Source: an optimization exercise on an open RTL-to-GDS flow (aim: small area). Production flows keep margins and buffers that such runs may drop. Only simulation tests tie the RTL to the original design; equivalence was not proved. In runs 4 to 6 and 8 the design's own scripts or RTL, not TritonCTS, make the clock network. No driver is modelled on the clock port, so clock power and skew are understated where the tree is cut down; a real chip needs a root buffer or a tree. Power and IR drop assume default switching activity.

[design.v]
module gGMUX_BKeys (
	input	[2:0]	LVDS_IG_A_DATA	,
	input	[2:0]	LVDS_IG_B_DATA	,
	input	LVDS_IG_A_CLK			,
	input	LVDS_IG_BKL_ON			,
	input	LVDS_IG_PANEL_PWR		,
	output	[2:0]	LVDS_A_DATA		,
	output	[2:0]	LVDS_B_DATA		,
	output	LVDS_A_CLK				,
	output	LVDS_B_CLK				,
	output	LCD_BKLT_EN				,
	output	LCD_PWR_EN				,
	output	LCD_BKLT_PWM			,
	output	P3V3GPU_EN				,
	output	P1V5FB1V8GPU_R_EN		,
	output	P1V0GPU_EN				,
	output	GPUVCORE_EN				,
	output	EG_RESET_L				,
	output	LVDS_DDC_SEL_IG			,
	output	LVDS_DDC_SEL_EG 		,
	output  DP_MUX_EN				,
	output  DP_MUX_SEL_EG			,
	output  GMUX_INT				,
	input  LPC_CLK33M_GMUX 			,
	input  PLT_RESET_L				,
	input  GMUX_RESET_L
);
	assign LVDS_A_DATA[2:0] = LVDS_IG_A_DATA[2:0];
	assign LVDS_B_DATA[2:0] = LVDS_IG_B_DATA[2:0];
	assign LVDS_A_CLK	= LVDS_IG_A_CLK;
	assign LVDS_B_CLK	= LVDS_IG_A_CLK;
	assign LCD_BKLT_EN	= LVDS_IG_BKL_ON;
	assign LCD_PWR_EN	= LVDS_IG_PANEL_PWR;
	assign P3V3GPU_EN			= 0;
	assign P1V5FB1V8GPU_R_EN	= 0;
	assign P1V0GPU_EN			= 0;
	assign GPUVCORE_EN			= 0;
	assign EG_RESET_L			= 0;
	assign LVDS_DDC_SEL_IG		= 1;
	assign LVDS_DDC_SEL_EG		= 0;
	assign DP_MUX_EN 			= 1;
	assign DP_MUX_SEL_EG		= 0;
	assign GMUX_INT				= 1;
	wire clk = LPC_CLK33M_GMUX;
	wire rst = !PLT_RESET_L;
	wire line = GMUX_RESET_L;
	reg line_d;
	always @(posedge clk) line_d <= line;
	wire edge_ev = line ^ line_d;
	localparam [16:0] CNT_Z  = 17'h0aaaa;
	localparam [16:0] CNT_S  = 17'h1eeef;
	localparam [16:0] CNT_MS = 17'h026e4;
	localparam [16:0] CNT_C  = 17'h155ab;
	localparam [16:0] CNT_MC = 17'h19ffe;
	reg [16:0] cnt;
	reg        idle;
	wire close  = !line & !line_d & (((cnt ^ CNT_C) & CNT_MC) == 17'd0);
	wire sample = !edge_ev & !idle & (((cnt ^ CNT_S) & CNT_MS) == 17'd0);
	wire cnt_force = rst | edge_ev | close;
	always @(posedge clk) begin
		cnt[16:1] <= cnt_force ? CNT_Z[16:1] : ~cnt[15:0];
		cnt[0]    <= rst ? 1'b0 : edge_ev ? 1'b1 : close ? 1'b0 : cnt[16] ^ cnt[13];
		if (rst)
			idle <= 1'b1;
		else if (edge_ev)
			idle <= 1'b0;
		else if (sample)
			idle <= 1'b1;
	end
	reg [3:0] bitn;
	reg [3:0] run;
	reg       fb0, fb1;
	wire bit_ok = (bitn == 4'd0 || bitn == 4'd1) ? 1'b1 :
	              (bitn == 4'd13) ? !line_d : line_d;
	wire full = (run == 4'd14);
	wire key_up = full & fb0 & !fb1;
	wire key_dn = full & !fb0 & fb1;
	always @(posedge clk) begin
		if (rst || close) begin
			bitn <= 4'd0;
			run  <= 4'd1;
			fb0  <= 1'b0;
			fb1  <= 1'b0;
		end else if (sample) begin
			bitn <= (bitn == 4'd13) ? 4'd0 : bitn + 4'd1;
			run  <= !bit_ok ? 4'd0 : full ? run : run + 4'd1;
			if (bitn == 4'd0) fb0 <= line_d;
			if (bitn == 4'd1) fb1 <= line_d;
		end
	end
	reg [1:0] lkp;
	reg [2:0] nfc;
	always @(posedge clk) begin
		if (rst)
			lkp <= 2'b00;
		else if (close) begin
			if (key_up) lkp[0] <= 1'b1;
			else if (key_dn) lkp[1] <= 1'b1;
			else if (nfc[2]) lkp <= 2'b00;
		end
	end
	always @(posedge clk) begin
		if (close) begin
			if (key_up || key_dn || nfc[2]) nfc <= 3'd0;
			else nfc <= nfc + 3'd1;
		end
	end
	localparam [22:0] PRE_R = 23'h2aaaaa;
	localparam [22:0] PRE_E = 23'h554aa5;
	localparam [22:0] PRE_M = ~23'h058001;
	reg [22:0] pre;
	wire tick = ((pre ^ PRE_E) & PRE_M) == 23'd0;
	wire pre_force = rst | tick;
	always @(posedge clk) begin
		pre[22:1] <= pre_force ? PRE_R[22:1] : ~pre[21:0];
		pre[0]    <= rst ? 1'b0 : tick ? 1'b1 : pre[22] ^ pre[17];
	end
	reg [4:0] level;
	always @(posedge clk) begin
		if (rst) level <= 5'd11;
		else if (tick) begin
			if (lkp[0] && !level[4]) level <= level + 5'd1;
			else if (lkp[1] && level != 5'd0) level <= level - 5'd1;
		end
	end
	wire [16:0] duty =
		level[4]     ? 17'd127013 :
		(level[3:0] == 4'd0) ? 17'd0 :
		(level[3:0] == 4'd1) ? 17'd2854 :
		(level[3:0] == 4'd2) ? 17'd4281 :
		(level[3:0] == 4'd3) ? 17'd5708 :
		(level[3:0] == 4'd4) ? 17'd8563 :
		(level[3:0] == 4'd5) ? 17'd11417 :
		(level[3:0] == 4'd6) ? 17'd15698 :
		(level[3:0] == 4'd7) ? 17'd19980 :
		(level[3:0] == 4'd8) ? 17'd25688 :
		(level[3:0] == 4'd9) ? 17'd34251 :
		(level[3:0] == 4'd10) ? 17'd41386 :
		(level[3:0] == 4'd11) ? 17'd49949 :
		(level[3:0] == 4'd12) ? 17'd59939 :
		(level[3:0] == 4'd13) ? 17'd72783 :
		(level[3:0] == 4'd14) ? 17'd87054 :
		                17'd105606;
	reg [16:0] pwm_cnt;
	always @(posedge clk) begin
		if (rst) pwm_cnt <= 17'd0;
		else pwm_cnt <= pwm_cnt + 17'd1;
	end
	assign LCD_BKLT_PWM = (pwm_cnt < duty);
endmodule
[run.sh]
#!/bin/bash
# synth_recipe.tcl (not shown) runs the flow's synth.tcl, then flattens the netlist and writes it again
# the make line also repeats each setting of config.mk as NAME=value (left out here)
make -C /OpenROAD-flow-scripts/flow DESIGN_CONFIG=/design/flow/config.mk WORK_HOME=/design/flow/orfs CLKGATE_MAP_FILE= SYNTH_SCRIPT=/design/flow/synth_recipe.tcl finish
[constraint.sdc]
create_clock -name core_clock -period 10.0 [get_ports {LPC_CLK33M_GMUX}]
set_input_delay 2.0000 -clock core_clock [delete_from_list [all_inputs] [get_ports {LPC_CLK33M_GMUX}]]
set_output_delay 2.0000 -clock core_clock [all_outputs]
set_load 0.01 [all_outputs]
[config.mk]
export PLATFORM = sky130hd
export DESIGN_NAME = gGMUX_BKeys
export DESIGN_NICKNAME = gGMUX_BKeys
export VERILOG_FILES = /design/flow/design.v
export SDC_FILE = /design/flow/constraint.sdc
export NUM_CORES = 4
export LEC_CHECK = 0
export CAP_MARGIN = 20
export CORE_MARGIN = 2
export CORE_UTILIZATION = 40
export CTS_CLUSTER_DIAMETER = 200
export CTS_CLUSTER_SIZE = 50
export SLEW_MARGIN = 20
==> results of run 1 <==
## worst min path at each step
stage               cells after the start       to  slack, ns    start
floorplan                               1  cnt[15]       0.34  cnt[14]
global placement                        1   cnt[1]       0.34   cnt[0]
detailed placement                      1  pre[19]       0.35  pre[18]
CTS                                     1  pre[19]       0.37  pre[18]
global route                            1  pre[19]       0.39  pre[18]
finish                                  1  pre[17]       0.37  pre[16]
## power breakdown
group,switching (W),total (W),internal (W)
Combinational,0.0000101,0.0000154,0.00000535
Clock,0.000129,0.000240,0.000111
Sequential,0.00000313,0.000322,0.000319
## sequential cells by signal, summed over array words and instances, names as in the netlist, 2 cells and up
signal,cells
pre,23
bitn,4
level,5
cnt,17
lkp,2
nfc,3
pwm_cnt,17
run,4
## synth_stat cells (5+ instances only)
cell and count:
mux2i_1 5, ha_1 24, nand3_1 23, dfxtp_1 76, clkbuf_1 17, and2_1 20
nand2b_1 6, nand3b_1 5, xnor2_1 16, nor2_1 44, a211oi_1 5, buf_4 20
nor2b_1 11, o21ai_0 18, inv_1 6, nand4_1 6, nand2_1 44, xor2_1 8
a21o_1 6, a21oi_1 19, nor3_1 6
## stage by stage
stage          instances  power [W]  utilization [%]  setup slack [ns]  hold slack [ns]
3_5_place_dp         553   0.000345             40.9              4.87            0.349
6_report             569   0.000578             43.0              4.47            0.367
3_3_place_gp         552   0.000344             40.9              4.93            0.345
2_1_floorplan        457   0.000347                -              5.48            0.343
5_1_grt              569   0.000603             43.0              4.26            0.390
4_1_cts              569   0.000587             43.0              4.46            0.369
## kinds of logic after synthesis
kind of cell / Yosys count
compound gates: 76
other cells: 2
simple gates: 190
xor+xnor: 24
buf+inv: 48
mux: 5
flops: 79
fa+ha+maj: 25
## layout make-up
type	instances	area [µm²]	area share, %
Clock buffer	10	149	3.57
Inverter	6	22.5	0.540
Tap cell	133	166	3.99
Sequential cell	79	1610	38.7
Clock inverter	6	57.6	1.38
Timing Repair Buffer	5	42.5	1.02
Multi-Input combinational cell	330	2120	50.8
## layer usage
metal,share of wire [%],wire (µm)
met5,0,0
met4,1.8,132
met3,3.1,229
met2,46,3360
met1,49,3600
==> results.yml, run 1 <==
outcome:
  status: "timing/DRC/antenna clean"
sta:
  rsz0062_at_grt: "false"
  skew_ns: 0.00979
  setup_viol: 0
  max_freq_ghz: 0.181
  hold_viol: 0
  slew_violations: 0
  slew_headroom_pct: 40.0
  tightest_slew_ns: 0.899
  post-route-period-util_pct: 55.3
  fin_tns_setup_ns: 0
  period_needed_ns: 5.53
routing:
  routed_via_density: 5.09
  num_vias: 2899
  drt_pass1_iterations: 4
  wirelength_mm: 7.32
  drt_iter0_markers: 116
  drcViolationCount: 0
  antenna_left: 0
  wl_per_cell_um: 12.9
critical_path:
  crit_path_end: "LCD_BKLT_PWM"
  startpoint: "level[0]"
  critPathKind: "reg2out"
  critical_path_buf_inv_count: 1
  setup.worst_path.start_class: "register"
  crit_slowest_cell: "dfxtp_1"
  r2r-end: "level[4]"
  cp_top_family: "compound AO/OA/AOI/OAI gates"
  r2r_cells: 6
  crit_chain: "or2_2, a31oi_1, and2_1, ha_1, a21o_1, a211oi_1, o21ai_0, a21o_1, a21oi_1, clkdlybuf4s50_1"
  reg2reg_slack_ns: 7.50
  reg2reg_from: "level[4]"
  arrival_ns: 3.53
  cp_max_fo: 27
  crit_required_ns: 8.00
  crit_cells: 10
  cpMostUsedCell: "a21o_1"
  crit_path_max_incr_delay_ns: 0.91
  end_kind: "primary output"
run:
  max-cap-violations: 0
min_path:
  min_path_type: "reg2reg"
synthesis:
  synth_xor_area_share_pct: 5.30
  ys.flop_type: "dfxtp_1"
  synthesis.area_um2: 3970
  synthArstFlopShare_pct: 0
  synth_cell_types: 60
  yosys.area_share.simple_pct: 25.2
  avgSynthCellArea_um2: 8.83
  synth_edf_count: 3
  synth-seq-cells: 79
  syn_inst: 449
  synth_compound_area_share_pct: 12.7
  yosysSeqAreaShare_pct: 40.6
  synthTopCellsByArea: "dfxtp_1 38%, ha_1 7.6%, nand2_1 4.2%"
  synth_fa_ha_area_share_pct: 8.08
  synth-warning-count: 1
  synth.top_cell.area_share_pct: 38.4
  synthMuxAreaShare_pct: 1.26
  yosysTopAreaCell: "dfxtp_1"
  synth_top_family_by_area: "simple AND/OR/NAND/NOR gates"
place:
  dp_hpwl_mm: 5.15
  port_buffers: 3
  postPlaceCellArea_um2: 3960
  gp_congestion: 0.817
pwr:
  p_leak_nw: 1.60
  p_per_area_nw_per_um2: 139
  vdd_drop_max_mv: 0.0957
global_route:
  grt_util_met2_pct: 23.1
  antenna_found_initial: 0
  globalRouteMet3Util_pct: 2.45
  grt_pass1_vias: 2781
  grt.met1_usage_pct: 19.4
  overflow: 0
  grt_pass1_wl_mm: 12.9
  grt-busiest-layer: "met2"
  grt_max_degree: 43
  grtUsageTotal_pct: 14.4
clock_tree:
  ctsRootBufferMaster: "clkbuf_8"
  post_cts_resized: 0
  cts_buffer_depth: 2
  h-tree-depth: 3
  cts_tree: "yes"
  cts.sinks: 79
  cts.clk_slew.worst_paths_ns: 0.09
  cts-buffers-inserted: 9
  holdBufCountCts: 0
  cts_setup_buffers: 0
  clock_latency_ns: 0.35
floorplan:
  num_rows: 36
  die_area_um2: 10700
  pin_count: 33
  die_width_um: 104
  coreArea_um2: 9680
  initial_utilization_pct: 41.0
  fp.dieH_um: 104
layout:
  final_cell_mix: "76 x dfxtp_1, 44 x nor2_1, 44 x nand2_1, 24 x ha_1, 23 x nand3_1"
  final_area_um2: 4170
  drive_gt1_share_pct: 6.65
  nNetsFinal: 468
  antennaDiodeCount: 0
  area_growth_pct: 5.11
  final_common_cell: "dfxtp_1"
  fill_cells: 951
==> inputs of run 2 (changes only) <==
--- a/config.mk
+++ b/config.mk
@@ -8,6 +8,4 @@
 export CAP_MARGIN = 20
 export CORE_MARGIN = 2
 export CORE_UTILIZATION = 40
-export CTS_CLUSTER_DIAMETER = 200
-export CTS_CLUSTER_SIZE = 50
 export SLEW_MARGIN = 20
==> run 2 against run 1 <==
Compared with the run above:
- clock power hardly changed
- hold slack stayed put
- total power stayed put
- via count stayed put
- largest cell class unchanged
- critical path depth stayed put
- sequential cell count stayed put
- routed wire length stayed put
- synthesized cell count stayed put
- fmax stayed put
==> results.yml, run 2 <==
outcome:
  status: "timing/DRC/antenna clean"
layout:
  regMostFlops: "pre"
  final_cell_mix: "76 x dfxtp_1, 44 x nor2_1, 44 x nand2_1, 24 x ha_1, 23 x nand3_1"
  area_growth_pct: 5.11
  final_common_cell: "dfxtp_1"
  drive_gt1_share_pct: 6.65
  antennaDiodeCount: 0
  largest_reg_flops: 23
  top_regs: "pre x23, cnt x17, pwm_cnt x17"
  nNetsFinal: 468
floorplan:
  pin_count: 33
  fp.dieH_um: 104
  coreArea_um2: 9680
  initial_utilization_pct: 41.0
  die_width_um: 104
  die_area_um2: 10700
  num_rows: 36
routing:
  drt_iter0_markers: 116
  antenna_left: 0
  wl_per_cell_um: 12.9
  routed_via_density: 5.09
  num_vias: 2899
  drt_pass1_iterations: 4
  drcViolationCount: 0
  wirelength_mm: 7.32
sta:
  slew_headroom_pct: 40.0
  setup_viol: 0
  max_freq_ghz: 0.181
  skew_ns: 0.00979
  tightest_slew_ns: 0.899
  rsz0062_at_grt: "false"
  hold_viol: 0
  period_needed_ns: 5.53
  hold_ws_ns: 0.367
  post-route-period-util_pct: 55.3
  fin_tns_setup_ns: 0
  slew_violations: 0
critical_path:
  critPathKind: "reg2out"
  setup.worst_path.start_class: "register"
  cp_max_fo: 27
  crit_slowest_cell: "dfxtp_1"
  crit_path_max_incr_delay_ns: 0.91
  cpMostUsedCell: "a21o_1"
  crit_required_ns: 8.00
  arrival_ns: 3.53
  crit_chain: "or2_2, a31oi_1, and2_1, ha_1, a21o_1, a211oi_1, o21ai_0, a21o_1, a21oi_1, clkdlybuf4s50_1"
  end_kind: "primary output"
pwr:
  swShare_pct: 24.6
  p_leak_nw: 1.60
  power.switching_w: 0.000142
  vdd_drop_max_mv: 0.0957
  intPower_w: 0.000436
  pwr-share-clk_pct: 41.6
  sequentialPowerShare_pct: 55.8
  p_per_area_nw_per_um2: 139
  combPwrFrac_pct: 2.7
clock_tree:
  post_cts_resized: 0
  holdBufCountCts: 0
  h-tree-depth: 3
  cts_buffer_depth: 2
  clock_latency_ns: 0.35
  cts.sinks: 79
  cts_tree: "yes"
  cts-buffers-inserted: 9
  cts_setup_buffers: 0
  cts.clk_slew.worst_paths_ns: 0.09
  ctsRootBufferMaster: "clkbuf_8"
global_route:
  grt_max_degree: 43
  grtUsageTotal_pct: 14.4
  grt_pass1_vias: 2781
  overflow: 0
  antenna_found_initial: 0
  grt_pass1_wl_mm: 12.9
synthesis:
  synthArstFlopShare_pct: 0
  synth_xor_area_share_pct: 5.30
  yosys.area_share.simple_pct: 25.2
  yosysTopAreaCell: "dfxtp_1"
  synth-warning-count: 1
  synth_compound_area_share_pct: 12.7
  synth-seq-cells: 79
  synthTopCellsByArea: "dfxtp_1 38%, ha_1 7.6%, nand2_1 4.2%"
  synth_top_family_by_area: "simple AND/OR/NAND/NOR gates"
  ys.flop_type: "dfxtp_1"
  avgSynthCellArea_um2: 8.83
  synth_fa_ha_area_share_pct: 8.08
  synth.top_cell.area_share_pct: 38.4
  yosysMostFrequentCell: "dfxtp_1"
  synthesis.area_um2: 3970
  syn_inst: 449
  synth_commonest_cells: "76 x dfxtp_1, 44 x nand2_1, 44 x nor2_1, 24 x ha_1, 23 x nand3_1"
  synthMuxAreaShare_pct: 1.26
  yosysSeqAreaShare_pct: 40.6
  synth_cell_types: 60
  synth_edf_count: 3
place:
  port_buffers: 3
  gp_congestion: 0.817
  dp_hpwl_mm: 5.15
min_path:
  min_path_type: "reg2reg"
run:
  max-cap-violations: 0
## run 2: cell counts in the layout (fill, tap and decap cells not counted)
Identical to the previous run, type by type.
## run 2: power by group through the flow
stage / clock [W] / combinational (W) / sequential, W
2_1_floorplan: 0 / 0.0000189 / 0.000328
3_3_place_gp: 0 / 0.0000148 / 0.000329
3_5_place_dp: 0 / 0.0000155 / 0.000330
4_1_cts: 0.000249 / 0.0000155 / 0.000322
5_1_grt: 0.000263 / 0.0000173 / 0.000323
6_report: 0.000240 / 0.0000154 / 0.000322
## run 2: critical path: cells and delay by family (launching register included)
| kind | cells | cell delay (ns) |
|---|---|---|
| AOI/OAI and AO/OA | 6 | 0.94 |
| DFF | 1 | 0.91 |
| buffers and inverters | 1 | 0.55 |
| and+or+nand+nor | 2 | 0.49 |
| adders and majority gates | 1 | 0.28 |
## run 2: kinds of logic (layout without fill, tap and decap cells)
group / after synthesis / after routing
xor+xnor: 24 / 24
simple gates: 190 / 190
other cells: 2 / 10
fa+ha+maj: 25 / 25
buf+inv: 48 / 27
mux: 5 / 5
flops: 79 / 79
compound gates: 76 / 76
## run 2: path summary, 6_finish.rpt
| check | slack [ns] | end | from | cells past startpoint |
|---|---|---|---|---|
| worst max-delay path | 4.47 | LCD_BKLT_PWM | level[0] | 10 |
| worst min-delay path | 0.37 | pre[17] | pre[16] | 1 |
| worst max register to register | 7.50 | level[4] | level[4] | 6 |
| worst min register to register | 0.37 | pre[17] | pre[16] | 1 |
## run 2: layout make-up
class	instances	area (µm²)
fillers	951	5520
multi-input cells	330	2120
flip-flops and latches	79	1610
well taps	133	166
clock buffers	10	149
clock inverters	6	57.6
repair buffers	5	42.5
inverters	6	22.5
## run 2: stage by stage
| stage | area, µm² | instances | utilization (%) | power [W] | setup WS, ns |
|---|---|---|---|---|---|
| floorplan | 4000 | 457 | - | 0.000347 | 5.48 |
| global route | 4170 | 569 | 43.0 | 0.000603 | 4.26 |
| CTS | 4170 | 569 | 43.0 | 0.000587 | 4.46 |
| global placement | 3960 | 552 | 40.9 | 0.000344 | 4.93 |
| detailed placement | 3960 | 553 | 40.9 | 0.000345 | 4.87 |
| finish | 4170 | 569 | 43.0 | 0.000578 | 4.47 |
## run 2: routing by layer
metal  wire length [µm]  share of wire (%)  global-route usage, %  vias up
met5                  0                  0                      0        -
met4                132                1.8                   5.79        0
li1                   -                  -                      -     1500
met1               3600                 49                   19.4     1342
met2               3360                 46                   23.1       44
met3                229                3.1                   2.45       13
==> inputs of run 3 (changes only) <==
--- a/config.mk
+++ b/config.mk
@@ -7,5 +7,9 @@
 export LEC_CHECK = 0
 export CAP_MARGIN = 20
 export CORE_MARGIN = 2
-export CORE_UTILIZATION = 40
+export CORE_UTILIZATION = 70
+export CTS_BUF_LIST = sky130_fd_sc_hd__clkbuf_8
+export CTS_CLUSTER_DIAMETER = 300
+export CTS_CLUSTER_SIZE = 100
+export PLACE_DENSITY = 0.8
 export SLEW_MARGIN = 20
==> run 3 against run 2 <==
Compared with the run above:
- setup slack improved by 0.068 ns
- critical endpoint unchanged
- still clean on timing, DRC and antenna
- highest routed layer unchanged
- utilization is 32 points higher
- via count increased by 0.93%
- total power rose by 4.3%
- register-to-register slack better by 0.02 ns
==> results.yml, run 3 <==
clock_tree:
  cts_tree: "yes"
  h-tree-depth: 3
  cts-buffers-inserted: 9
  cts.sinks: 79
  clock_latency_ns: 0.35
  cts_setup_buffers: 0
  cts.clk_slew.worst_paths_ns: 0.08
  holdBufCountCts: 0
  post_cts_resized: 0
  cts_buffer_depth: 2
  ctsRootBufferMaster: "clkbuf_8"
layout:
  largest_reg_flops: 23
  final_cell_mix: "76 x dfxtp_1, 44 x nor2_1, 44 x nand2_1, 24 x ha_1, 23 x nand3_1"
  top_regs: "pre x23, cnt x17, pwm_cnt x17"
  antennaDiodeCount: 0
  final_common_cell: "dfxtp_1"
  nNetsFinal: 467
  drive_gt1_share_pct: 6.67
  regMostFlops: "pre"
  area_growth_pct: 3.75
synthesis:
  synth.top_cell.area_share_pct: 38.4
  syn_inst: 449
  yosysSeqAreaShare_pct: 40.6
  synth-seq-cells: 79
  synth_edf_count: 3
  synth_compound_area_share_pct: 12.7
  yosys.area_share.simple_pct: 25.2
  yosysMostFrequentCell: "dfxtp_1"
  synth_cell_types: 60
  ys.flop_type: "dfxtp_1"
  synth_top_family_by_area: "simple AND/OR/NAND/NOR gates"
  synth_xor_area_share_pct: 5.30
  synth_commonest_cells: "76 x dfxtp_1, 44 x nand2_1, 44 x nor2_1, 24 x ha_1, 23 x nand3_1"
  synthTopCellsByArea: "dfxtp_1 38%, ha_1 7.6%, nand2_1 4.2%"
  synthesis.area_um2: 3970
  synthArstFlopShare_pct: 0
  yosysTopAreaCell: "dfxtp_1"
  avgSynthCellArea_um2: 8.83
  synth_fa_ha_area_share_pct: 8.08
  synth-warning-count: 1
  synthMuxAreaShare_pct: 1.26
sta:
  setup_viol: 0
  skew_ns: 0.00604
  worst_slack_ns: 4.53
  hold_viol: 0
  slew_headroom_pct: 40.1
  tightest_slew_ns: 0.897
  slew_violations: 0
  rsz0062_at_grt: "false"
  max_freq_ghz: 0.183
  fin_tns_setup_ns: 0
  period_needed_ns: 5.47
  post-route-period-util_pct: 54.7
critical_path:
  cp_max_fo: 27
  arrival_ns: 3.47
  end_kind: "primary output"
  critPathKind: "reg2out"
  setup.worst_path.start_class: "register"
  crit_required_ns: 8.00
outcome:
  status: "timing/DRC/antenna clean"
global_route:
  overflow: 0
  grt_pass1_wl_mm: 12.1
  antenna_found_initial: 0
  grt_max_degree: 43
  grtUsageTotal_pct: 24.2
  grt_pass1_vias: 2714
routing:
  wirelength_mm: 7.09
  num_vias: 2926
  wl_per_cell_um: 14.0
  drt_pass1_iterations: 4
  drcViolationCount: 0
  antenna_left: 0
  drt_iter0_markers: 110
  routed_via_density: 5.77
pwr:
  vdd_drop_max_mv: 0.120
  p_per_area_nw_per_um2: 146
  p_leak_nw: 1.60
place:
  port_buffers: 3
  dp_hpwl_mm: 4.93
  gp_congestion: 0.847
  pre_cts_slack_ns: 4.93
floorplan:
  coreArea_um2: 5470
  num_rows: 27
  die_width_um: 79.3
  die_area_um2: 6280
  initial_utilization_pct: 72.5
  fp.dieH_um: 79.3
  pin_count: 33
min_path:
  min_path_type: "reg2reg"
run:
  max-cap-violations: 0
-- run 3: cell types whose count changed in the layout (fill, tap and decap cells not counted) --
| cell | delta |
|---|---|
| buf_2 | -1 |
| bufinv_16 | +2 |
| clkbuf_16 | -1 |
| clkbuf_8 | +1 |
| clkinv_2 | +1 |
| inv_6 | -1 |
| inv_8 | -2 |
| nor3_1 | -1 |
| nor3_2 | +1 |
-- run 3: cell type report --
cell class                 count  area (µm²)
inverter                       6        22.5
tap                           72        90.1
fill                         400        1360
clock buffer                  10         138
timing repair buffer           4        37.5
multi-input combinational    330        2120
clock inverter                 6        91.3
sequential                    79        1610
-- run 3: critical path, stage by stage (launching register included) --
cell and delay [ns]:
dfxtp_1 0.88, or2_2 0.30, a31oi_1 0.11, and2_1 0.19
ha_1 0.28, a21o_1 0.16, a211oi_1 0.21, o21ai_0 0.11
a21o_1 0.18, a21oi_1 0.14, clkdlybuf4s50_1 0.55
-- run 3: final timing paths --
path	start	end	slack (ns)	cells past startpoint
min	cnt[0]	cnt[1]	0.37	1
min reg2reg	cnt[0]	cnt[1]	0.37	1
max reg2reg	level[4]	level[4]	7.52	6
max	level[0]	LCD_BKLT_PWM	4.53	10
-- run 3: logic make-up after synthesis --
logic type	Yosys count
compound gates	76
xor+xnor	24
fa+ha+maj	25
buf+inv	48
flops	79
mux	5
other cells	2
simple gates	190
-- run 3: power breakdown --
part	internal (W)	leakage (nW)	switching [W]
clock	0.000149	0.117	0.000117
combinational	0.00000529	0.833	0.00000959
sequential	0.000319	0.651	0.00000293
total	0.000473	1.60	0.000129
-- run 3: metal layers --
layer  vias to the layer above  routed length, µm  track usage [%]  part of all wire (%)
li1                       1492                  -                -                     -
met1                      1368               3270             30.3                    46
met2                        53               3380             40.3                    48
met5                         -                  0                0                     0
met4                         0                165             8.79                   2.3
met3                        13                271             6.25                   3.8
-- run 3: metrics by stage --
step,area (µm²),hold slack (ns),cells,total power (W),util (%)
4_1_cts,4120,0.371,507,0.000608,75.2
5_1_grt,4120,0.379,507,0.000622,75.2
3_3_place_gp,3880,0.345,491,0.000344,70.9
6_report,4120,0.368,507,0.000602,75.2
3_5_place_dp,3890,0.350,491,0.000344,71.0
2_1_floorplan,4000,0.343,457,0.000347,-
==> inputs of run 4 (changes only) <==
--- a/design.v
+++ b/design.v
@@ -44,6 +44,17 @@
 	wire clk = LPC_CLK33M_GMUX;
 	wire rst = !PLT_RESET_L;
 	wire line = GMUX_RESET_L;
+	function [16:0] inc17(input [16:0] x);
+		integer i;
+		reg c;
+		begin
+			c = 1'b1;
+			for (i = 0; i < 17; i = i + 1) begin
+				inc17[i] = x[i] ^ c;
+				c = c & x[i];
+			end
+		end
+	endfunction
 	reg line_d;
 	always @(posedge clk) line_d <= line;
 	wire edge_ev = line ^ line_d;
@@ -82,8 +93,8 @@
 			fb0  <= 1'b0;
 			fb1  <= 1'b0;
 		end else if (sample) begin
-			bitn <= (bitn == 4'd13) ? 4'd0 : bitn + 4'd1;
-			run  <= !bit_ok ? 4'd0 : full ? run : run + 4'd1;
+			bitn <= (bitn == 4'd13) ? 4'd0 : inc17({13'd0, bitn});
+			run  <= !bit_ok ? 4'd0 : full ? run : inc17({13'd0, run});
 			if (bitn == 4'd0) fb0 <= line_d;
 			if (bitn == 4'd1) fb1 <= line_d;
 		end
@@ -102,7 +113,7 @@
 	always @(posedge clk) begin
 		if (close) begin
 			if (key_up || key_dn || nfc[2]) nfc <= 3'd0;
-			else nfc <= nfc + 3'd1;
+			else nfc <= inc17({14'd0, nfc});
 		end
 	end
 	localparam [22:0] PRE_R = 23'h2aaaaa;
@@ -119,8 +130,8 @@
 	always @(posedge clk) begin
 		if (rst) level <= 5'd11;
 		else if (tick) begin
-			if (lkp[0] && !level[4]) level <= level + 5'd1;
-			else if (lkp[1] && level != 5'd0) level <= level - 5'd1;
+			if (lkp[0] && !level[4]) level <= inc17({12'd0, level});
+			else if (lkp[1] && level != 5'd0) level <= ~inc17({12'd0, ~level});
 		end
 	end
 	wire [16:0] duty =
@@ -144,7 +155,15 @@
 	reg [16:0] pwm_cnt;
 	always @(posedge clk) begin
 		if (rst) pwm_cnt <= 17'd0;
-		else pwm_cnt <= pwm_cnt + 17'd1;
+		else pwm_cnt <= inc17(pwm_cnt);
 	end
-	assign LCD_BKLT_PWM = (pwm_cnt < duty);
+	wire [16:0] ge;
+	assign ge[0] = pwm_cnt[0] | ~duty[0];
+	genvar gi;
+	generate
+		for (gi = 1; gi < 17; gi = gi + 1) begin : g_cmp
+			assign ge[gi] = (pwm_cnt[gi] & ~duty[gi]) | (pwm_cnt[gi] & ge[gi-1]) | (~duty[gi] & ge[gi-1]);
+		end
+	endgenerate
+	assign LCD_BKLT_PWM = ~ge[16];
 endmodule
==> flow/run.sh (new file) <==
#!/bin/bash
# Own layout flow: the standard flow (standard.sh) with three changes,
# all through ORFS's own variables:
#  - synthesis maps the logic with an area-oriented ABC script
#    (flow/abc_area.script in place of abc_speed.script) and leaves adders
#    to ABC too (ADDER_MAP_FILE empty); registers are mapped as before;
#  - clock tree: one clock buffer drives all register clock pins
#    (flow/manual_cts.tcl in place of clock_tree_synthesis in cts.tcl);
#  - everything else is ORFS's scripts unchanged.
set -euo pipefail
W=$(pwd)
S="$W/scripts"
rm -rf "$S"
mkdir -p "$S"
for f in "$FLOW_HOME"/scripts/*; do ln -s "$f" "$S"/; done
rm -f "$S/abc_speed.script" "$S/cts.tcl"
cp "$W/flow/abc_area.script" "$S/abc_speed.script"
cp "$W/flow/manual_cts.tcl" "$S/manual_cts.tcl"
sed 's|^log_cmd clock_tree_synthesis {\*}\$cts_args$|source $::env(SCRIPTS_DIR)/manual_cts.tcl\nmanual_cts|' \
  "$FLOW_HOME/scripts/cts.tcl" > "$S/cts.tcl"
grep -q '^manual_cts$' "$S/cts.tcl"
export MANUAL_CTS_BUF=sky130_fd_sc_hd__clkbuf_8
export MANUAL_CTS_GROUPS=4
bash "$W/standard.sh" SCRIPTS_DIR="$S" ADDER_MAP_FILE= finish > "$W/flow_make.log" 2>&1
==> flow/abc_area.script (new file) <==
&get -n
&st
&dch -f
&nf -a
&put
strash
dch -f
amap
topo
==> flow/manual_cts.tcl (new file) <==
# Clock distribution for a small design: the register clock pins are split
# into MANUAL_CTS_GROUPS groups of nearly equal size by location
# (balanced k-means); one clock buffer
# (MANUAL_CTS_BUF) at the centre of each group drives its clock pins, and
# the clock port drives only these buffers.  Used by cts.tcl in place of
# clock_tree_synthesis (see run.sh).
proc manual_cts {} {
  set block [ord::get_db_block]
  set db [ord::get_db]
  set master [$db findMaster $::env(MANUAL_CTS_BUF)]
  set k $::env(MANUAL_CTS_GROUPS)
  set src [lindex [get_property [lindex [all_clocks] 0] sources] 0]
  set bterm [$block findBTerm [get_full_name $src]]
  set clk [$bterm getNet]
  set sinks [$clk getITerms]
  set pts {}
  foreach it $sinks {
    set loc [[$it getInst] getLocation]
    lappend pts [list [lindex $loc 0] [lindex $loc 1]]
  }
  set n [llength $pts]
  if {$k > $n} { set k $n }
  # k-means, seeded with sinks spread along the sorted x order
  set order [lsort -integer -index 0 $pts]
  set cs {}
  for {set j 0} {$j < $k} {incr j} {
    lappend cs [lindex $order [expr {int(($j + 0.5) * $n / $k)}]]
  }
  # balanced k-means: each group takes at most cap pins; pins that lose
  # most by not getting their nearest centre choose first
  set cap [expr {($n + $k - 1) / $k}]
  set assign {}
  for {set iter 0} {$iter < 30} {incr iter} {
    set rows {}
    set i 0
    foreach p $pts {
      set ds {}
      for {set j 0} {$j < $k} {incr j} {
        set c [lindex $cs $j]
        lappend ds [list $j [expr {abs([lindex $p 0] - [lindex $c 0]) + abs([lindex $p 1] - [lindex $c 1])}]]
      }
      set ds [lsort -integer -index 1 $ds]
      set regret [expr {[lindex $ds end 1] - [lindex $ds 0 1]}]
      lappend rows [list $i $regret $ds]
      incr i
    }
    set rows [lsort -integer -decreasing -index 1 $rows]
    set used {}
    for {set j 0} {$j < $k} {incr j} { lappend used 0 }
    set assign [lrepeat $n 0]
    foreach r $rows {
      foreach d [lindex $r 2] {
        set j [lindex $d 0]
        if {[lindex $used $j] < $cap} {
          lset used $j [expr {[lindex $used $j] + 1}]
          lset assign [lindex $r 0] $j
          break
        }
      }
    }
    set ncs {}
    for {set j 0} {$j < $k} {incr j} {
      set sx 0; set sy 0; set m 0
      foreach p $pts a $assign {
        if {$a == $j} { incr sx [lindex $p 0]; incr sy [lindex $p 1]; incr m }
      }
      if {$m == 0} { lappend ncs [lindex $cs $j] } else { lappend ncs [list [expr {$sx / $m}] [expr {$sy / $m}]] }
    }
    if {$ncs eq $cs} { break }
    set cs $ncs
  }
  set bufs {}
  for {set j 0} {$j < $k} {incr j} {
    set nn [odb::dbNet_create $block "clknet_${j}_[$clk getName]"]
    $nn setSigType CLOCK
    set inst [odb::dbInst_create $block $master "clkbuf_${j}_[$clk getName]"]
    lappend bufs [list $inst $nn]
  }
  foreach it $sinks a $assign {
    $it disconnect
    $it connect [lindex [lindex $bufs $a] 1]
  }
  for {set j 0} {$j < $k} {incr j} {
    set inst [lindex [lindex $bufs $j] 0]
    [$inst findITerm A] connect $clk
    [$inst findITerm X] connect [lindex [lindex $bufs $j] 1]
    set c [lindex $cs $j]
    $inst setLocation [lindex $c 0] [lindex $c 1]
    $inst setPlacementStatus PLACED
    puts "manual_cts: [$inst getName] drives [llength [[lindex [lindex $bufs $j] 1] getITerms]] pins"
  }
  set_propagated_clock [all_clocks]
}
==> standard.sh (new file) <==
#!/bin/bash
# synth_recipe.tcl (not shown) runs the flow's synth.tcl, then flattens the netlist and writes it again
# the make line also repeats each setting of config.mk as NAME=value (left out here)
make -C /OpenROAD-flow-scripts/flow DESIGN_CONFIG=/design/flow/config.mk WORK_HOME=/design/flow/orfs CLKGATE_MAP_FILE= SYNTH_SCRIPT=/design/flow/synth_recipe.tcl "${@:-finish}"
==> config.mk (replaced) <==
export PLATFORM = sky130hd
export DESIGN_NAME = gGMUX_BKeys
export DESIGN_NICKNAME = gGMUX_BKeys
export VERILOG_FILES = /design/flow/design.v
export SDC_FILE = /design/flow/constraint.sdc
export NUM_CORES = 4
export LEC_CHECK = 0
export CAP_MARGIN = 20
export CORE_MARGIN = 2
export CORE_UTILIZATION = 40
export SLEW_MARGIN = 20
removed: run.sh
==> run 4 against run 3 <==
Compared with the run above:
- still clean
- sequential cell count is the same
- fmax shrank 12%
- final area shrank 18%
- hold slack gained 0.021 ns
- first-iteration DRC count grew 80%
- clock skew grew 0.0037 ns
- critical path type unchanged
- critical endpoint unchanged
- largest cell class is now registers
- highest routed layer unchanged
==> results.yml, run 4 <==
outcome:
  status: "timing/DRC/antenna clean"
sta:
  fin_tns_setup_ns: 0
  post-route-period-util_pct: 61.9
  max_freq_ghz: 0.162
  tightest_slew_ns: 0.921
  slew_violations: 0
  period_needed_ns: 6.19
  hold_viol: 0
  setup_viol: 0
  skew_ns: 0.00973
  rsz0062_at_grt: "false"
  slew_headroom_pct: 38.1
synthesis:
  synth.top_cell.area_share_pct: 46.5
  synth_edf_count: 3
  synth_commonest_cells: "90 x nor2_1, 76 x dfxtp_1, 30 x clkinv_1, 26 x nand2_1, 26 x nand3_1"
  synthTopCellsByArea: "dfxtp_1 47%, nor2_1 10%, buf_4 4.6%"
  yosysMostFrequentCell: "nor2_1"
  ys.flop_type: "dfxtp_1"
  avgSynthCellArea_um2: 8.16
  synthArstFlopShare_pct: 0
  synth-seq-cells: 79
  synthesis.area_um2: 3270
  syn_inst: 401
  yosysSeqAreaShare_pct: 49.3
  synth-warning-count: 1
  synth_cell_types: 39
  yosysTopAreaCell: "dfxtp_1"
critical_path:
  crit_path_max_incr_delay_ns: 0.60
  setup.worst_path.start_class: "register"
  end_kind: "primary output"
  r2r_cells: 7
  r2r-end: "bitn[1]"
  crit_chain: "clkinv_1, nor2_1, nor2_1, a31oi_1, nand2_1, a221o_1, o221ai_1, a222oi_1, o21ai_0, a222oi_1, nor2_1, a21o_1, o21ai_0, o211ai_1, nand2_1, o221ai_1, nand2_1, o221a_1, a221o_1, o21ai_0, clkdlybuf4s50_1"
  crit_slowest_cell: "dfxtp_1"
  critPathKind: "reg2out"
  crit_path_end: "LCD_BKLT_PWM"
  cp_max_fo: 13
  arrival_ns: 4.19
  reg2reg_slack_ns: 7.12
  startpoint: "level[2]"
  reg2reg_from: "cnt[9]"
  crit_required_ns: 8.00
layout:
  final_cell_mix: "90 x nor2_1, 76 x dfxtp_1, 30 x clkinv_1, 26 x nand3_1, 26 x nand2_1"
  nNetsFinal: 413
  register_area_um2: 1610
  area_growth_pct: 3.52
  top_regs: "pre x23, cnt x17, pwm_cnt x17"
  antennaDiodeCount: 0
  final_common_cell: "nor2_1"
  regMostFlops: "pre"
  largest_reg_flops: 23
  multiInputGateArea_um2: 1430
  drive_gt1_share_pct: 1.75
  fill_cells: 815
pwr:
  p_leak_nw: 1.19
  vdd_drop_max_mv: 0.107
  finalPower_w: 0.000452
  p_per_area_nw_per_um2: 133
min_path:
  min_path_type: "reg2reg"
global_route:
  grt_max_degree: 22
  grt_pass1_wl_mm: 11.0
  overflow: 0
  grtUsageTotal_pct: 14.5
  antenna_found_initial: 0
  grt_pass1_vias: 2475
floorplan:
  die_width_um: 94.4
  coreArea_um2: 7810
  initial_utilization_pct: 41.9
  die_area_um2: 8920
  fp.dieH_um: 94.4
  num_rows: 32
  pin_count: 33
place:
  gp_congestion: 0.882
  dp_hpwl_mm: 4.45
  port_buffers: 3
run:
  max-cap-violations: 0
clock_tree:
  clock_latency_ns: 0.17
  post_cts_resized: 0
  holdBufCountCts: 0
  cts_setup_buffers: 0
  cts.clk_slew.worst_paths_ns: 0.12
routing:
  antenna_left: 0
  drt_iter0_markers: 198
  drcViolationCount: 0
  wirelength_mm: 6.27
  routed_via_density: 5.36
  drt_pass1_iterations: 5
  num_vias: 2683
  wl_per_cell_um: 12.5
==> run 4: worst min path at each step <==
stage	depth (start not counted)	endpoint	slack, ns	from
floorplan	1	pre[17]	0.37	pre[16]
global placement	1	pre[16]	0.37	pre[15]
detailed placement	1	cnt[15]	0.37	cnt[14]
CTS	1	pre[16]	0.39	pre[15]
global route	1	pre[16]	0.41	pre[15]
finish	1	pre[16]	0.39	pre[15]
==> run 4: cell families after synthesis <==
kind of cell	count (synthesis)	synth area share [%]
buffers and inverters	50	8.03
other	2	0.230
and+or+nand+nor	178	24.1
DFF	79	49.3
AOI/OAI and AO/OA	92	18.4
==> run 4: cell type report <==
class / instances / share of cell area [%]
sequential: 79 / 47.6
buffer: 4 / 1.63
multi-input combinational: 280 / 42.1
timing repair buffer: 6 / 1.55
inverter: 30 / 3.32
tap: 102 / 3.77
==> run 4: per-stage QoR <==
step	instance area (µm²)	utilization (%)	std cells	hold slack (ns)	setup WS (ns)
CTS	3390	43.4	501	0.394	3.86
floorplan	3300	-	409	0.367	5.04
detailed placement	3330	42.7	497	0.374	4.12
finish	3390	43.4	501	0.389	3.81
global route	3390	43.4	501	0.412	3.47
global placement	3330	42.7	497	0.370	4.09
==> run 4: per-layer routing <==
layer,up-vias,share of wire [%],GRT usage (%)
met5,-,0,0
met4,0,3.4,4.95
met3,17,3.8,0.878
met2,66,43,24.1
met1,1217,50,20.0
li1,1383,-,-
==> run 4: report_power, final <==
group | internal (W) | switching [W]
logic | 0.00000403 | 0.0000102
clock network | 0.0000376 | 0.0000790
registers | 0.000319 | 0.00000186
total | 0.000361 | 0.0000910
==> run 4: critical path, delay by kind of cell, from the launching register on <==
| family | cells | cell delay [ns] |
|---|---|---|
| buf+inv | 2 | 0.91 |
| flops | 1 | 0.60 |
| simple gates | 6 | 0.71 |
| compound gates | 13 | 1.82 |
==> inputs of run 5 (changes only) <==
--- a/flow/run.sh
+++ b/flow/run.sh
@@ -6,6 +6,8 @@
 #    to ABC too (ADDER_MAP_FILE empty); registers are mapped as before;
 #  - clock tree: one clock buffer drives all register clock pins
 #    (flow/manual_cts.tcl in place of clock_tree_synthesis in cts.tcl);
+#  - constant outputs share one tie cell per value (SKIP_REPAIR_TIE_FANOUT)
+#    and ports are buffered with buf_1 (BUFFER_PORTS_ARGS);
 #  - everything else is ORFS's scripts unchanged.
 set -euo pipefail
 W=$(pwd)
@@ -19,6 +21,7 @@
 sed 's|^log_cmd clock_tree_synthesis {\*}\$cts_args$|source $::env(SCRIPTS_DIR)/manual_cts.tcl\nmanual_cts|' \
   "$FLOW_HOME/scripts/cts.tcl" > "$S/cts.tcl"
 grep -q '^manual_cts$' "$S/cts.tcl"
-export MANUAL_CTS_BUF=sky130_fd_sc_hd__clkbuf_8
+export MANUAL_CTS_BUF=sky130_fd_sc_hd__buf_8
 export MANUAL_CTS_GROUPS=4
-bash "$W/standard.sh" SCRIPTS_DIR="$S" ADDER_MAP_FILE= finish > "$W/flow_make.log" 2>&1
+bash "$W/standard.sh" SCRIPTS_DIR="$S" ADDER_MAP_FILE= SKIP_REPAIR_TIE_FANOUT=1 \
+  BUFFER_PORTS_ARGS="-buffer_cell sky130_fd_sc_hd__buf_1" finish > "$W/flow_make.log" 2>&1
==> flow/abc_area.script (replaced) <==
&get -n
&st
&dch -f
&nf -a
&put
strash
dch -f
amap
strash
dch -f
amap
topo
--- a/config.mk
+++ b/config.mk
@@ -7,5 +7,6 @@
 export LEC_CHECK = 0
 export CAP_MARGIN = 20
 export CORE_MARGIN = 2
-export CORE_UTILIZATION = 40
+export CORE_UTILIZATION = 70
+export PLACE_DENSITY = 0.85
 export SLEW_MARGIN = 20
==> run 5 against run 4 <==
Compared with the run above:
- utilization rose by 30 points
- synthesized cell count rose by 0.75%
- combinational power fell by 9%
- sequential power barely moved
- area after synthesis fell by 0.50%
- critical path depth rose by 5
- sequential cell count did not move
- critical endpoint unchanged
- highest routed layer unchanged
- routed wire length fell by 4.3%
- still clean
==> results.yml, run 5 <==
outcome:
  status: "timing/DRC/antenna clean"
clock_tree:
  clock_latency_ns: 0.13
  cts.clk_slew.worst_paths_ns: 0.10
  holdBufCountCts: 0
  cts_setup_buffers: 0
  post_cts_resized: 0
floorplan:
  initial_utilization_pct: 73.8
  fp.dieH_um: 72.2
  die_area_um2: 5210
  coreArea_um2: 4410
  pin_count: 33
  num_rows: 24
  die_width_um: 72.2
synthesis:
  avgSynthCellArea_um2: 8.06
  synth_compound_area_share_pct: 17.4
  synth_fa_ha_area_share_pct: 0
  yosysMostFrequentCell: "nor2_1"
  yosysTopAreaCell: "dfxtp_1"
  synthTopCellsByArea: "dfxtp_1 47%, nor2_1 11%, buf_4 4.6%"
  yosys.area_share.simple_pct: 24.5
  yosysSeqAreaShare_pct: 49.5
  synth-seq-cells: 79
  synthArstFlopShare_pct: 0
  synth_edf_count: 3
  synth_cell_types: 34
  synthesis.area_um2: 3260
  syn_inst: 404
  synth_xor_area_share_pct: 0
  synth_commonest_cells: "95 x nor2_1, 76 x dfxtp_1, 33 x clkinv_1, 29 x nand2_1, 25 x nand3_1"
  synth.top_cell.area_share_pct: 46.7
  synth-warning-count: 1
  synthMuxAreaShare_pct: 0
  synth_top_family_by_area: "simple AND/OR/NAND/NOR gates"
  ys.flop_type: "dfxtp_1"
layout:
  nNetsFinal: 406
  final_common_cell: "nor2_1"
  final_cell_mix: "95 x nor2_1, 76 x dfxtp_1, 33 x clkinv_1, 29 x nand2_1, 25 x nand3_1"
  drive_gt1_share_pct: 1.28
  post-route-util_pct: 73.6
  area_growth_pct: -0.192
  antennaDiodeCount: 0
  largest_reg_flops: 23
  regMostFlops: "pre"
  fill_cells: 337
  top_regs: "pre x23, cnt x17, pwm_cnt x17"
critical_path:
  critPathKind: "reg2out"
  crit_path_max_incr_delay_ns: 0.45
  cp_max_fo: 7
  critical_path_buf_inv_count: 3
  cp_top_family: "compound AO/OA/AOI/OAI gates"
  crit_slowest_cell: "dfxtp_1"
  end_kind: "primary output"
  cpMostUsedCell: "nor2_1"
  r2r_cells: 13
  reg2reg_slack_ns: 7.19
  reg2reg_from: "pwm_cnt[2]"
  crit_required_ns: 8.00
  arrival_ns: 3.64
  setup.worst_path.start_class: "register"
  r2r-end: "pwm_cnt[16]"
routing:
  drcViolationCount: 0
  num_vias: 2660
  routed_via_density: 5.99
  drt_iter0_markers: 276
  wirelength_mm: 6.00
  wl_per_cell_um: 13.5
  antenna_left: 0
  drt_pass1_iterations: 4
sta:
  post-route-period-util_pct: 56.4
  max_freq_ghz: 0.177
  tightest_slew_ns: 0.953
  period_needed_ns: 5.64
  hold_ws_ns: 0.397
  rsz0062_at_grt: "false"
  setup_viol: 0
  fin_tns_setup_ns: 0
  slew_headroom_pct: 36.0
  skew_ns: 0.00460
  slew_violations: 0
  hold_viol: 0
pwr:
  vdd_drop_max_mv: 0.162
  power.switching_w: 0.0000842
  sequentialPowerShare_pct: 71.0
  p_leak_nw: 1.14
  intPower_w: 0.000368
  swShare_pct: 18.6
  pwr-share-clk_pct: 26.1
  p_per_area_nw_per_um2: 139
  combPwrFrac_pct: 2.8
run:
  max-cap-violations: 0
min_path:
  hold_path_end: "pre[16]"
  hold_path_depth: 1
  hold_start: "pre[15]"
  min_path_type: "reg2reg"
global_route:
  antenna_found_initial: 0
  grt_max_degree: 24
  grt_pass1_wl_mm: 10.3
  overflow: 0
  grtUsageTotal_pct: 23.4
  grt_pass1_vias: 2410
place:
  dp_hpwl_mm: 4.26
  port_buffers: 3
  gp_congestion: 0.972
[run 5: cell types whose count changed after synthesis, sizes merged, moves of 2 or more]
cell | previous run | this run
clkinv | 30 | 33
nand2 | 26 | 29
nor3 | 15 | 19
o21ai | 23 | 21
a22oi | 3 | 7
a21oi | 22 | 16
and2 | 4 | 2
a221o | 2 | 0
nor2 | 90 | 95
[run 5: worst max-delay path by stage]
stage / to / from / slack (ns) / cells after the start
floorplan: LCD_BKLT_PWM / level[0] / 5.04 / 25
finish: LCD_BKLT_PWM / level[0] / 4.36 / 26
global route: LCD_BKLT_PWM / level[0] / 3.91 / 26
global placement: LCD_BKLT_PWM / level[0] / 4.65 / 26
detailed placement: LCD_BKLT_PWM / level[0] / 4.61 / 26
CTS: LCD_BKLT_PWM / level[0] / 4.42 / 26
[run 5: metrics by stage]
stage | cell area [µm²] | setup WS, ns | std cells | total power [W]
floorplan | 3260 | 5.04 | 404 | 0.000344
global placement | 3190 | 4.65 | 440 | 0.000341
detailed placement | 3190 | 4.61 | 440 | 0.000341
CTS | 3250 | 4.42 | 444 | 0.000456
global route | 3250 | 3.91 | 444 | 0.000469
finish | 3250 | 4.36 | 444 | 0.000452
[run 5: kinds of logic after synthesis]
logic type             after synthesis
other                                2
buffers and inverters               53
AOI/OAI and AO/OA                   86
DFF                                 79
and+or+nand+nor                    184
[run 5: power by group through the flow]
stage | Clock, W | Sequential, W | Combinational (W)
2_1_floorplan | 0 | 0.000328 | 0.0000159
3_3_place_gp | 0 | 0.000328 | 0.0000125
3_5_place_dp | 0 | 0.000328 | 0.0000128
4_1_cts | 0.000122 | 0.000321 | 0.0000128
5_1_grt | 0.000133 | 0.000321 | 0.0000147
6_report | 0.000118 | 0.000321 | 0.0000129
[run 5: cell type report]
type,count,area [µm²],area share [%]
inverters,33,124,3.81
well taps,52,65.1,2.00
multi-input cells,272,1370,42.2
plain buffers,4,60.1,1.85
flip-flops and latches,79,1610,49.6
repair buffers,4,18.8,0.578
[run 5: layer usage]
metal / wire length [µm] / part of all wire, % / global-route usage (%) / up-vias
met2: 3000 / 50 / 43.8 / 45
met5: 0 / 0 / 0 / -
met3: 193 / 3.2 / 1.81 / 7
met4: 48 / 0.80 / 2.94 / 0
li1: - / - / - / 1370
met1: 2760 / 46 / 30.3 / 1238
==> inputs of run 6 (changes only) <==
--- a/config.mk
+++ b/config.mk
@@ -7,6 +7,5 @@
 export LEC_CHECK = 0
 export CAP_MARGIN = 20
 export CORE_MARGIN = 2
-export CORE_UTILIZATION = 70
-export PLACE_DENSITY = 0.85
+export CORE_UTILIZATION = 40
 export SLEW_MARGIN = 20
==> run 6 against run 5 <==
Compared with the run above:
- total power rose by 1.1%
- via count fell by 3.7%
- utilization is 31 points lower
- combinational power is 4% higher
- sequential cell count did not move
- critical path type unchanged
- still clean on timing, DRC and antenna
- die area up 70%
- register-to-register slack worse by 0.03 ns
==> results.yml, run 6 <==
routing:
  wirelength_mm: 5.97
  wl_met1_mm: 3.12
  num_vias: 2562
  antenna_left: 0
  highest_layer: "met4"
  drt_iter0_markers: 117
  wl_per_cell_um: 12.1
  wl_met2_mm: 2.65
  routed_via_density: 5.18
  drcViolationCount: 0
  dr_wl_met3_um: 110
  drt_pass1_iterations: 4
sta:
  hold_viol: 0
  post-route-period-util_pct: 56.4
  period_needed_ns: 5.64
  slew_violations: 0
  fin_tns_setup_ns: 0
  tightest_slew_ns: 0.986
  setup_viol: 0
  max_freq_ghz: 0.177
  rsz0062_at_grt: "false"
  skew_ns: 0.00911
  slew_headroom_pct: 33.7
floorplan:
  fp.dieH_um: 94.2
  coreArea_um2: 7810
  die_area_um2: 8880
  die_width_um: 94.2
  pin_count: 33
  num_rows: 32
  initial_utilization_pct: 41.7
clock_tree:
  cts.clk_slew.worst_paths_ns: 0.10
  cts_setup_buffers: 0
  clock_latency_ns: 0.14
  holdBufCountCts: 0
  post_cts_resized: 0
synthesis:
  ys.flop_type: "dfxtp_1"
  avgSynthCellArea_um2: 8.06
  yosysMostFrequentCell: "nor2_1"
  synth-seq-cells: 79
  synth_commonest_cells: "95 x nor2_1, 76 x dfxtp_1, 33 x clkinv_1, 29 x nand2_1, 25 x nand3_1"
  synth_cell_types: 34
  yosysTopAreaCell: "dfxtp_1"
  synth.top_cell.area_share_pct: 46.7
  syn_inst: 404
  synth-warning-count: 1
  synth_edf_count: 3
  synthTopCellsByArea: "dfxtp_1 47%, nor2_1 11%, buf_4 4.6%"
  synthArstFlopShare_pct: 0
  yosysSeqAreaShare_pct: 49.5
  synthesis.area_um2: 3260
layout:
  final_cell_mix: "95 x nor2_1, 76 x dfxtp_1, 33 x clkinv_1, 29 x nand2_1, 25 x nand3_1"
  final_common_cell: "nor2_1"
  nNetsFinal: 407
  top_regs: "pre x23, cnt x17, pwm_cnt x17"
  regMostFlops: "pre"
  stdcell_count: 495
  largest_reg_flops: 23
  final_area_um2: 3320
  drive_gt1_share_pct: 1.53
  area_growth_pct: 1.96
  antennaDiodeCount: 0
critical_path:
  critPathKind: "reg2out"
  end_kind: "primary output"
  critical_path_buf_inv_count: 3
  crit_required_ns: 8.00
  crit_path_max_incr_delay_ns: 0.45
  cpMostUsedCell: "nor2_1"
  arrival_ns: 3.64
  cp_top_family: "compound AO/OA/AOI/OAI gates"
  cp_max_fo: 7
  crit_slowest_cell: "dfxtp_1"
  setup.worst_path.start_class: "register"
pwr:
  vdd_drop_max_mv: 0.119
  p_leak_nw: 1.14
  finalPower_w: 0.000457
  p_per_area_nw_per_um2: 138
global_route:
  grt_max_degree: 24
  grt_pass1_wl_mm: 10.7
  grtUsageTotal_pct: 14.0
  antenna_found_initial: 0
  grt_pass1_vias: 2439
  overflow: 0
place:
  port_buffers: 3
  gp_congestion: 0.929
  dp_hpwl_mm: 4.22
  placedCellCount: 491
  postPlaceCellArea_um2: 3260
outcome:
  status: "timing/DRC/antenna clean"
run:
  max-cap-violations: 0
min_path:
  min_path_type: "reg2reg"
[run 6: cell count changes in the layout (fill, tap and decap cells not counted)]
cell   change
buf_4      +1
[run 6: final cells by class]
class	count	area (µm²)
Inverter	33	124
Tap cell	102	128
Multi-Input combinational cell	272	1370
Sequential cell	79	1610
Fill cell	805	4490
Buffer	4	60.1
Timing Repair Buffer	5	26.3
[run 6: where the power goes]
part	internal (W)	switching [W]	leakage (nW)
sequential	0.000319	0.00000202	0.651
combinational	0.00000328	0.0000101	0.464
clock	0.0000459	0.0000768	0.0297
total	0.000368	0.0000890	1.14
[run 6: cells by family after synthesis]
group | count (synthesis) | share of synthesized area (%)
and+or+nand+nor | 184 | 24.5
other | 2 | 0.231
buffers and inverters | 53 | 8.42
DFF | 79 | 49.5
AOI/OAI and AO/OA | 86 | 17.4
[run 6: per-layer routing]
layer	up-vias	GRT usage, %
met2	18	23.6
li1	1374	-
met1	1164	20.0
met5	-	0
met3	6	0.803
met4	0	2.29
[run 6: final timing paths]
path | from | end | slack [ns] | depth (start not counted)
min | pre[15] | pre[16] | 0.39 | 1
min reg2reg | pre[15] | pre[16] | 0.39 | 1
max reg2reg | pwm_cnt[2] | pwm_cnt[16] | 7.16 | 13
max | level[0] | LCD_BKLT_PWM | 4.36 | 26
[run 6: metrics by stage]
| stage | worst slack [ns] | util, % | hold slack, ns |
|---|---|---|---|
| 4_1_cts | 4.36 | 42.5 | 0.381 |
| 6_report | 4.36 | 42.5 | 0.393 |
| 2_1_floorplan | 5.04 | - | 0.367 |
| 5_1_grt | 3.89 | 42.5 | 0.403 |
| 3_5_place_dp | 4.55 | 41.7 | 0.374 |
| 3_3_place_gp | 4.63 | 41.7 | 0.370 |
==> inputs of run 7 (changes only) <==
--- a/flow/run.sh
+++ b/flow/run.sh
@@ -21,7 +21,7 @@
 sed 's|^log_cmd clock_tree_synthesis {\*}\$cts_args$|source $::env(SCRIPTS_DIR)/manual_cts.tcl\nmanual_cts|' \
   "$FLOW_HOME/scripts/cts.tcl" > "$S/cts.tcl"
 grep -q '^manual_cts$' "$S/cts.tcl"
-export MANUAL_CTS_BUF=sky130_fd_sc_hd__buf_8
+export MANUAL_CTS_BUF=sky130_fd_sc_hd__buf_6
 export MANUAL_CTS_GROUPS=4
 bash "$W/standard.sh" SCRIPTS_DIR="$S" ADDER_MAP_FILE= SKIP_REPAIR_TIE_FANOUT=1 \
   BUFFER_PORTS_ARGS="-buffer_cell sky130_fd_sc_hd__buf_1" finish > "$W/flow_make.log" 2>&1
--- a/config.mk
+++ b/config.mk
@@ -7,5 +7,6 @@
 export LEC_CHECK = 0
 export CAP_MARGIN = 20
 export CORE_MARGIN = 2
-export CORE_UTILIZATION = 40
+export CORE_UTILIZATION = 85
+export PLACE_DENSITY = 0.92
 export SLEW_MARGIN = 20
==> run 7 against run 6 <==
Compared with the run above:
- the run now fails in global placement without I/O (3_1_place_gp_skip_io)
- synthesized cell count unchanged
- area after synthesis did not move
==> results.yml, run 7 <==
outcome:
  status: "did not finish"
  stop_stage: "global placement without I/O (3_1_place_gp_skip_io)"
  tool.error: "[ERROR GPL-0301] Utilization 102.273 % exceeds 100%."
synthesis:
  syn_inst: 404
  synth_commonest_cells: "95 x nor2_1, 76 x dfxtp_1, 33 x clkinv_1, 29 x nand2_1, 25 x nand3_1"
  synthTopCellsByArea: "dfxtp_1 47%, nor2_1 11%, buf_4 4.6%"
  yosysSeqAreaShare_pct: 49.5
  synth-warning-count: 1
  yosysMostFrequentCell: "nor2_1"
  synth_edf_count: 3
  synthesis.area_um2: 3260
  synth_cell_types: 34
  synthArstFlopShare_pct: 0
  avgSynthCellArea_um2: 8.06
  synth-seq-cells: 79
  yosysTopAreaCell: "dfxtp_1"
  ys.flop_type: "dfxtp_1"
  synth.top_cell.area_share_pct: 46.7
floorplan:
  fp.dieH_um: 65.9
  die_width_um: 65.9
  num_rows: 22
  initial_utilization_pct: 88.9
run 7: cell counts after synthesis:
Identical to the previous run, type by type.
run 7: logic make-up after synthesis:
family,count (synthesis),share of synthesized area (%)
simple gates,184,24.5
compound gates,86,17.4
buf+inv,53,8.42
flops,79,49.5
other cells,2,0.231
==> inputs of run 8 (changes only) <==
--- a/config.mk
+++ b/config.mk
@@ -7,6 +7,6 @@
 export LEC_CHECK = 0
 export CAP_MARGIN = 20
 export CORE_MARGIN = 2
-export CORE_UTILIZATION = 85
-export PLACE_DENSITY = 0.92
+export CORE_UTILIZATION = 70
+export PLACE_DENSITY = 0.85
 export SLEW_MARGIN = 20
==> run 8 against run 7 <==
Compared with the run above:
- the run now finishes clean
- synthesized cell count unchanged
- area after synthesis unchanged
==> results.yml, run 8 <==
synthesis:
  synth_commonest_cells: "95 x nor2_1, 76 x dfxtp_1, 33 x clkinv_1, 29 x nand2_1, 25 x nand3_1"
  synth.top_cell.area_share_pct: 46.7
  yosysTopAreaCell: "dfxtp_1"
  synth_edf_count: 3
  synth-seq-cells: 79
  synthArstFlopShare_pct: 0
  ys.flop_type: "dfxtp_1"
  synthTopCellsByArea: "dfxtp_1 47%, nor2_1 11%, buf_4 4.6%"
  avgSynthCellArea_um2: 8.06
  synth-warning-count: 1
  yosysSeqAreaShare_pct: 49.5
  synth_cell_types: 34
  synthesis.area_um2: 3260
  yosysMostFrequentCell: "nor2_1"
  syn_inst: 404
layout:
  fill_cells: 344
  post-route-util_pct: 73.3
  top_regs: "pre x23, cnt x17, pwm_cnt x17"
  largest_reg_flops: 23
  nNetsFinal: 406
  register_area_um2: 1610
  antennaDiodeCount: 0
  area_growth_pct: -0.653
  final_cell_mix: "95 x nor2_1, 76 x dfxtp_1, 33 x clkinv_1, 29 x nand2_1, 25 x nand3_1"
  multiInputGateArea_um2: 1370
  drive_gt1_share_pct: 1.28
  stdcell_count: 444
  final_common_cell: "nor2_1"
  regMostFlops: "pre"
routing:
  wl_per_cell_um: 13.3
  drt_iter0_markers: 281
  num_vias: 2655
  routed_via_density: 5.98
  wirelength_mm: 5.89
  drcViolationCount: 0
  drt_pass1_iterations: 5
  antenna_left: 0
floorplan:
  coreArea_um2: 4410
  die_area_um2: 5210
  pin_count: 33
  initial_utilization_pct: 73.8
  die_width_um: 72.2
  num_rows: 24
  fp.dieH_um: 72.2
sta:
  slew_headroom_pct: 36.4
  tightest_slew_ns: 0.947
  skew_ns: 0.00466
  fin_tns_setup_ns: 0
  slew_violations: 0
  max_freq_ghz: 0.176
  setup_viol: 0
  hold_ws_ns: 0.401
  rsz0062_at_grt: "false"
  post-route-period-util_pct: 56.8
  hold_viol: 0
  period_needed_ns: 5.68
place:
  dp_hpwl_mm: 4.26
  gp_congestion: 0.972
  port_buffers: 3
  placedCellCount: 440
clock_tree:
  clock_latency_ns: 0.14
  holdBufCountCts: 0
  cts_setup_buffers: 0
  cts.clk_slew.worst_paths_ns: 0.12
  post_cts_resized: 0
critical_path:
  crit_required_ns: 8.00
  cp_max_fo: 7
  cpMostUsedCell: "nor2_1"
  setup.worst_path.start_class: "register"
  critPathKind: "reg2out"
  crit_path_max_incr_delay_ns: 0.46
  crit_slowest_cell: "dfxtp_1"
  arrival_ns: 3.68
  end_kind: "primary output"
run:
  max-cap-violations: 0
pwr:
  p_per_area_nw_per_um2: 136
  p_leak_nw: 1.13
  vdd_drop_max_mv: 0.155
global_route:
  grt_pass1_wl_mm: 10.2
  antenna_found_initial: 0
  grtUsageTotal_pct: 23.1
  grt_pass1_vias: 2389
  grt_max_degree: 24
  overflow: 0
min_path:
  min_path_type: "reg2reg"
outcome:
  status: "timing/DRC/antenna clean"
-- run 8: cell families (layout without fill, tap and decap cells) --
family          count (synthesis)  count (layout)  share of synthesized area, %
simple gates                  184             184                          24.5
compound gates                 86              86                          17.4
flops                          79              79                          49.5
buf+inv                        53              41                          8.42
other cells                     2               2                         0.231
-- run 8: final timing paths --
path	from	to	slack [ns]	cells past startpoint
max	level[0]	LCD_BKLT_PWM	4.32	26
min	pre[15]	pre[16]	0.40	1
max reg2reg	pwm_cnt[2]	pwm_cnt[16]	7.19	13
min reg2reg	pre[15]	pre[16]	0.40	1
-- run 8: layout make-up --
type	instances	area share, %
Inverter	33	3.83
Timing Repair Buffer	4	0.580
Multi-Input combinational cell	272	42.4
Buffer	4	1.39
Tap cell	52	2.01
Sequential cell	79	49.8
-- run 8: stage by stage --
step	total power, W	area [µm²]	setup slack [ns]
after global placement	0.000341	3190	4.65
after detailed placement	0.000341	3190	4.61
final	0.000439	3230	4.32
after floorplan	0.000344	3260	5.04
after global routing	0.000457	3230	3.89
after CTS	0.000443	3230	4.40
-- run 8: where the power goes --
| group | total, W | internal [W] | switching, W |
|---|---|---|---|
| combinational | 0.0000128 | 0.00000302 | 0.00000979 |
| clock | 0.000105 | 0.0000325 | 0.0000722 |
| sequential | 0.000321 | 0.000319 | 0.00000204 |
| total | 0.000439 | 0.000355 | 0.0000840 |
-- run 8: critical path: cells and delay by family, from the launching register on --
family | cells | cell delay (ns)
AOI/OAI and AO/OA | 13 | 1.58
and+or+nand+nor | 10 | 1.06
DFF | 1 | 0.46
buffers and inverters | 3 | 0.44
-- run 8: routing by layer --
| metal | share of wire [%] | wire (µm) | GRT usage [%] | vias up |
|---|---|---|---|---|
| met5 | 0 | 0 | 0 | - |
| met4 | 0.81 | 48 | 2.52 | 0 |
| met3 | 4.5 | 264 | 1.81 | 7 |
| met2 | 50 | 2940 | 43.0 | 68 |
| met1 | 45 | 2640 | 30.3 | 1208 |
| li1 | - | - | - | 1372 |

-- re-timing with driven ports --
No port has a modelled driver above. Below, the same layouts with a new extraction and two added sets of constraints. Step 1 (the two cells are an assumption about what drives the block):
set clk [get_ports {LPC_CLK33M_GMUX}]
set_driving_cell -lib_cell sky130_fd_sc_hd__clkbuf_16 $clk
set_driving_cell -lib_cell sky130_fd_sc_hd__buf_2 [delete_from_list [all_inputs] $clk]
Step 2 also shifts input and output timing later by t, the mid clock arrival at the registers, as if the neighbouring blocks saw the same clock. Slacks: ideal / step 1 / step 2; pairs: ideal / step 1.
| run | t (ns) | slack for setup (ns) | hold WS [ns] | worst register clock-pin slew, ns |
|---|---|---|---|---|
| run 1 | 0.377 | 4.466 / 4.436 / 4.813 | 0.367 / 0.367 / 0.367 | 0.09 / 0.09 |
| run 2 | 0.377 | 4.466 / 4.436 / 4.813 | 0.367 / 0.367 / 0.367 | 0.09 / 0.09 |
| run 3 | 0.373 | 4.534 / 4.505 / 4.878 | 0.368 / 0.368 / 0.368 | 0.08 / 0.08 |
| run 4 | 0.226 | 3.815 / 3.756 / 3.981 | 0.389 / 0.389 / 0.389 | 0.12 / 0.12 |
| run 5 | 0.194 | 4.360 / 4.293 / 4.487 | 0.397 / 0.397 / 0.397 | 0.10 / 0.10 |
| run 6 | 0.205 | 4.360 / 4.286 / 4.490 | 0.393 / 0.392 / 0.392 | 0.11 / 0.11 |
| run 8 | 0.199 | 4.315 / 4.257 / 4.455 | 0.401 / 0.401 / 0.401 | 0.12 / 0.12 |
After both steps every run listed still meets setup and hold.
